Context: an optimization exercise on an open-source flow, tuned for small area. The choices shown serve that exercise and are no tape-out recipe.
RTL that was checked went through simulation tests only; none was proved equivalent to the original.
The flow treats the clock pin as an ideal source, which a real chip does not have.
No activity file was given, so power comes from the tool's default toggle rates.

Setup of cedar:
==> flow/design.v (excerpt) <==
module top (
  input wire clk,
  input wire rst,
  input wire rx,
  output wire tx
);
Size in the first run: about 89 cells after synthesis, roughly 25 flip-flops.
==> module top, before the edit <==
module top (
  input wire clk,
  input wire rst,
  input wire rx,
  output wire tx
);
  localparam [10:0] LFSR_END  = 11'd144;
  localparam [10:0] LFSR_MASK = 11'b11101101011;
  reg [10:0] lfsr;
  wire tick = (lfsr & LFSR_MASK) == (LFSR_END & LFSR_MASK);
  always @(posedge clk)
    lfsr <= {lfsr[9:0], lfsr[10] ^ lfsr[1] ^ tick};
  reg [3:0] fc;
  wire idle    = ~fc[3] & ~fc[2] & ~fc[0];
  wire at_stop =  fc[3] & ~fc[1] & ~fc[0];
  wire fc_in   = idle ? ~rx : ~(fc[3] ^ (fc[2] & ~fc[0]));
  always @(posedge clk)
    if (rst)
      fc <= 4'd0;
    else if (tick)
      fc <= {fc[2:0], fc_in};
  reg [9:0] line;
  wire [7:0] byte_in = {line[0], line[1], line[2], line[3],
                        line[4], line[5], line[6], line[7]};
  wire letter = (byte_in[7:6] == 2'b01) &&
                (byte_in[4:0] != 5'd0) && (byte_in[4:0] <= 5'd26);
  wire flip = at_stop & letter;
  always @(posedge clk)
    if (rst)
      line <= 10'h3ff;
    else if (tick)
      line <= {line[8:3], line[2] ^ flip, line[1:0], rx};
  assign tx = line[9];
endmodule
clock: 8.0 ns
lec_check: 0
cap_margin: 20
core_area: 2 2 60 60
cts_buf_list: sky130_fd_sc_hd__clkbuf_8
die_area: 0 0 62 62
slew_margin: 20
run.sh (not shown) runs the stock make flow with config.mk's settings and CLKGATE_MAP_FILE= SYNTH_SCRIPT=/design/flow/synth_recipe.tcl, a recipe that flattens the netlist after the stock synthesis.
diff inputs: cedar => quartz
--- a/flow/design.v
+++ b/flow/design.v
@@ -14,9 +14,9 @@
   wire idle    = ~fc[3] & ~fc[2] & ~fc[0];
   wire at_stop =  fc[3] & ~fc[1] & ~fc[0];
-  wire fc_in   = idle ? ~rx : ~(fc[3] ^ (fc[2] & ~fc[0]));
+  wire fc_in   = ~(fc[3] ^ (fc[2] & ~fc[0]));
   always @(posedge clk)
     if (rst)
       fc <= 4'd0;
-    else if (tick)
+    else if (tick & ~(idle & rx))
       fc <= {fc[2:0], fc_in};
   reg [9:0] line;
==> comparison <==
- Taking cedar as the reference, in quartz met2 routed wirelength went down; internal power component went down; portion of the layout cell area used by non-clock buffers did not really move.
- Looking at area of the mapped netlist across quartz and cedar, the one that comes out lower is quartz.
- Compared with cedar, quartz shows number of nets in the final layout that has gone up by a few percent.

========
job 4806:
Another version of the RTL of top (not shown whole).
For scale: roughly 4 I/O pins, ~730 µm² of cells after synthesis.
==> module top, before the edit <==
module top (
  input wire clk,
  input wire rst,
  input wire rx,
  output wire tx
);
  localparam [10:0] LFSR_END  = 11'd144;
  localparam [10:0] LFSR_MASK = 11'b11101101011;
  reg [10:0] lfsr;
  wire tick = (lfsr & LFSR_MASK) == (LFSR_END & LFSR_MASK);
  always @(posedge clk)
    lfsr <= {lfsr[9:0], lfsr[10] ^ lfsr[1] ^ tick};
  reg [3:0] fc;
  wire idle    = (fc[3] & fc[2] & fc[0]);
  wire at_d7   = (~fc[2] & fc[1] & fc[0]);
  wire fc_in   = idle ? rx : ~((fc[3] & fc[1]) | (fc[3] & fc[0]) | (~fc[3] & ~fc[0]));
  always @(posedge clk)
    if (rst)
      fc <= 4'hf;
    else if (tick)
      fc <= {fc[2:0], fc_in};
  reg [9:0] line;
  wire [7:0] byte_in = {rx, line[0], line[1], line[2],
                        line[3], line[4], line[5], line[6]};
  wire letter = (byte_in[7:6] == 2'b01) &&
                (byte_in[4:0] != 5'd0) && (byte_in[4:0] <= 5'd26);
  wire flip = at_d7 & letter;
  always @(posedge clk)
    if (rst)
      line <= 10'h3ff;
    else if (tick)
      line <= {line[8:2], line[1] ^ flip, line[0], rx};
  assign tx = line[9];
endmodule
==> flow/config.mk <==
export PLATFORM = sky130hd
export DESIGN_NAME = top
export DESIGN_NICKNAME = top
export VERILOG_FILES = /design/flow/design.v
export SDC_FILE = /design/flow/constraint.sdc
export NUM_CORES = 4
export LEC_CHECK = 0
export ABC_AREA = 1
export CAP_MARGIN = 20
export CORE_AREA = 2 2 60 60
export DIE_AREA = 0 0 62 62
export PLACE_DENSITY = 0.95
export SLEW_MARGIN = 20
==> flow/constraint.sdc <==
create_clock -name core_clock -period 8.0 [get_ports {clk}]
set_input_delay 1.6000 -clock core_clock [delete_from_list [all_inputs] [get_ports {clk}]]
set_output_delay 1.6000 -clock core_clock [all_outputs]
set_load 0.01 [all_outputs]
standard.sh (not shown) runs the stock make flow with config.mk's settings and CLKGATE_MAP_FILE= SYNTH_SCRIPT=/design/flow/synth_recipe.tcl, a recipe that flattens the netlist after the stock synthesis.
==> flow/flow/run.sh <==
#!/bin/bash
set -euo pipefail
export ONE_CLKBUF='sky130_fd_sc_hd__buf_8'
export MY_ABC_SCRIPT=$PWD/flow/area.abc
bash standard.sh finish \
  "SYNTH_SCRIPT=$PWD/flow/my_synth.tcl" \
  'BUFFER_PORTS_ARGS=-buffer_cell sky130_fd_sc_hd__buf_1' \
  "PRE_CTS_TCL=$PWD/flow/clkbuf.tcl" \
  'CTS_ARGS=-clk_nets clk -dont_use_dummy_load' \
  > standard.log 2>&1
==> flow/flow/area.abc <==
strash
&get -n
&deepsyn -J 20 -T 100
&put
&get -n
&dch -f
&nf -R 1000
&put
topo
dnsize -c
==> flow/flow/clkbuf.tcl <==
# Drive every clock sink from one clock buffer placed at the sinks' centroid;
# the clock port then feeds only that buffer.
set block [ord::get_db_block]
set db [ord::get_db]
set clk [$block findNet clk]
set master [$db findMaster $::env(ONE_CLKBUF)]
set inst [odb::dbInst_create $block $master clkbuf_root]
set net [odb::dbNet_create $block clknet_root]
$net setSigType CLOCK
set sx 0; set sy 0; set n 0
foreach it [$clk getITerms] {
  set i [$it getInst]
  set bb [$i getBBox]
  set sx [expr {$sx + ([$bb xMin] + [$bb xMax]) / 2}]
  set sy [expr {$sy + ([$bb yMin] + [$bb yMax]) / 2}]
  incr n
  $it disconnect
  $it connect $net
}
[$inst findITerm A] connect $clk
[$inst findITerm X] connect $net
$inst setLocation [expr {$sx / $n}] [expr {$sy / $n}]
$inst setPlacementStatus PLACED
puts "clkbuf.tcl: $::env(ONE_CLKBUF) drives $n clock sinks"
==> flow/flow/my_synth.tcl <==
# synth_recipe.tcl with ABC's mapping script replaced by $::env(MY_ABC_SCRIPT)
proc synth {args} { yosys synth -nofsm -noshare {*}$args }
proc abc {args} {
  set i [lsearch -exact $args -script]
  if { $i >= 0 } { lset args [expr {$i + 1}] $::env(MY_ABC_SCRIPT) }
  yosys abc {*}$args
}
source $::env(SCRIPTS_DIR)/synth.tcl
# left out here: clear keep_hierarchy, flatten, clean up, hide names made inside functions, write 1_2_yosys.v
--- input diff job 4806..job 8082 ---
--- a/flow/design.v
+++ b/flow/design.v
@@ -8,18 +8,18 @@
   localparam [10:0] LFSR_MASK = 11'b11101101011;
   reg [10:0] lfsr;
   wire tick = (lfsr & LFSR_MASK) == (LFSR_END & LFSR_MASK);
   always @(posedge clk)
     lfsr <= {lfsr[9:0], lfsr[10] ^ lfsr[1] ^ tick};
   reg [3:0] fc;
-  wire idle    = (fc[3] & fc[2] & fc[0]);
-  wire at_d7   = (~fc[2] & fc[1] & fc[0]);
-  wire fc_in   = idle ? rx : ~((fc[3] & fc[1]) | (fc[3] & fc[0]) | (~fc[3] & ~fc[0]));
+  wire idle    = (~fc[3] & ~fc[1] & ~fc[0]);
+  wire at_d7   = (fc[3] & fc[2] & ~fc[1]);
+  wire fc_in   = idle ? ~rx : ((~fc[3] & fc[2]) | (~fc[2] & fc[1]));
   always @(posedge clk)
     if (rst)
-      fc <= 4'hf;
+      fc <= 4'd0;
     else if (tick)
       fc <= {fc[2:0], fc_in};
   reg [9:0] line;
   wire [7:0] byte_in = {rx, line[0], line[1], line[2],
                         line[3], line[4], line[5], line[6]};
   wire letter = (byte_in[7:6] == 2'b01) &&
## What came out
- Going from job 4806 to job 8082, final cell count without fillers saw an increase; via density per instance saw an increase.
- When job 8082 is measured against job 4806, its fraction of power consumed by the clock network turns out 1.8 points lower.
- Multi-input combinational cell count (lower): job 4806
- Taking job 4806 as the reference point, the routed wire length of job 8082 falls by 9.0%.
No run of this note included a check of the RTL's function; only the layout flow was run.

========
JK:
The RTL this note starts from:
==> flow/design.v <==
module top (
  input wire clk,
  input wire rst,
  input wire rx,
  output wire tx
);
  localparam [10:0] LFSR_END  = 11'd144;
  localparam [10:0] LFSR_MASK = 11'b11101101011;
  reg [10:0] lfsr;
  wire tick = (lfsr & LFSR_MASK) == (LFSR_END & LFSR_MASK);
  always @(posedge clk)
    lfsr <= {lfsr[9:0], lfsr[10] ^ lfsr[1] ^ tick};
  reg [3:0] fc;
  wire idle    = ~fc[3] & ~fc[2] & ~fc[0];
  wire at_d7   = ~fc[3] & fc[2] & ~fc[0];
  wire fc_in   = idle ? ~rx : ~(fc[3] ^ (fc[2] & ~fc[0]));
  always @(posedge clk)
    if (rst)
      fc <= 4'd0;
    else if (tick)
      fc <= {fc[2:0], fc_in};
  reg [9:0] line;
  wire [7:0] byte_in = {rx, line[0], line[1], line[2],
                        line[3], line[4], line[5], line[6]};
  wire letter = (byte_in[7:6] == 2'b01) &&
                (byte_in[4:0] != 5'd0) && (byte_in[4:0] <= 5'd26);
  wire flip = at_d7 & letter;
  always @(posedge clk)
    if (rst)
      line <= 10'h3ff;
    else if (tick)
      line <= {line[8:2], line[1] ^ flip, line[0], rx};
  assign tx = line[9];
endmodule
export LEC_CHECK = 0
export ABC_AREA = 1
export CAP_MARGIN = 20
export CORE_AREA = 2 2 60 60
export DIE_AREA = 0 0 62 62
export PLACE_DENSITY = 0.95
export SLEW_MARGIN = 20
create_clock -name core_clock -period 8.0 [get_ports {clk}]
Scripts as last shown in full above: flow/flow/run.sh, flow/flow/area.abc, flow/flow/clkbuf.tcl, flow/flow/my_synth.tcl
Edits applied to the flow inputs when going from JK to TR:
==> flow/design.v <==
module top (
  input wire clk,
  input wire rst,
  input wire rx,
  output wire tx
);
  localparam [10:0] LFSR_END  = 11'd1903;
  localparam [10:0] LFSR_MASK = 11'b11101101011;
  reg [10:0] lfsr;
  wire tick = (lfsr & LFSR_MASK) == (LFSR_END & LFSR_MASK);
  always @(posedge clk)
    lfsr <= {lfsr[9:0], ~(lfsr[10] ^ lfsr[1] ^ tick)};
  reg [3:0] fc;
  wire idle    = (fc[3] & fc[2] & fc[0]);
  wire at_d7   = (~fc[2] & fc[1] & fc[0]);
  wire fc_in   = idle ? rx : ~((fc[3] & fc[1]) | (fc[3] & fc[0]) | (~fc[3] & ~fc[0]));
  always @(posedge clk)
    if (rst)
      fc <= 4'hf;
    else if (tick)
      fc <= {fc[2:0], fc_in};
  reg [9:0] line;
  wire [7:0] byte_in = {rx, line[0], line[1], line[2],
                        line[3], line[4], line[5], line[6]};
  wire letter = (byte_in[7:6] == 2'b01) &&
                (byte_in[4:0] != 5'd0) && (byte_in[4:0] <= 5'd26);
  wire flip = at_d7 & letter;
  always @(posedge clk)
    if (rst)
      line <= 10'h3ff;
    else if (tick)
      line <= {line[8:2], line[1] ^ flip, line[0], rx};
  assign tx = line[9];
endmodule
--- outcome ---
Against JK, TR reports a sequential power that is higher. First-iteration detailed-routing DRC count: lower on TR. Delta (TR minus JK): post-route worst setup slack -250 ps; share of the core filled with cells in the final layout -0.42 points; met2 demand-to-capacity share in global routing -1.2 points. TR against JK: total wire length moved down, ratio of final minimum period to clock period moved up. Changes observed in TR relative to JK: power has increased; combinational cell fraction of total power has increased; global-route wire length before repair has decreased. Compared with JK, cell area in TR decreased slightly.
Function not checked in JK: the RTL went through the layout flow alone.

-- afterwards: timing with drivers on the ports --
The flow's constraints put no driver on any port. The routed layouts listed below were extracted and timed again, unchanged, in two steps.
Step 1, drivers: a clkbuf_16 drives clk and a buf_2 each remaining input, both assumed.
Step 2 also shifts input and output timing later by t, the mid clock arrival at the registers, as if the neighbouring blocks saw the same clock.
a / b / c = ideal ports / drivers / drivers and shift; a / b = the first two.
| run | t (ns) | setup WS [ns] | worst setup path at the end | slew at the worst register clock pin (ns) | worst data-port slew with drivers (ns) |
|---|---|---|---|---|---|
| cedar | 0.286 | 5.271 / 5.248 / 5.126 | input to register | 0.09 / 0.09 | 0.03 |
| quartz | 0.279 | 5.287 / 5.265 / 5.063 | input to register | 0.08 / 0.08 | 0.03 |
| job 4806 | 0.165 | 5.220 / 5.219 / 5.054 | input to register | 0.12 / 0.12 | 0.03 |
| job 8082 | 0.166 | 5.352 / 5.351 / 5.185 | input to register | 0.12 / 0.12 | 0.03 |
| JK | 0.167 | 5.510 / 5.518 / 5.351 | input to register | 0.12 / 0.12 | 0.03 |
| TR | 0.165 | 5.259 / 5.255 / 5.090 | input to register | 0.12 / 0.12 | 0.03 |
After both steps setup and hold are still met in every run listed. For quartz, which loses most, drivers alone change the setup slack by -0.022 ns; drivers and shift together by -0.224 ns.
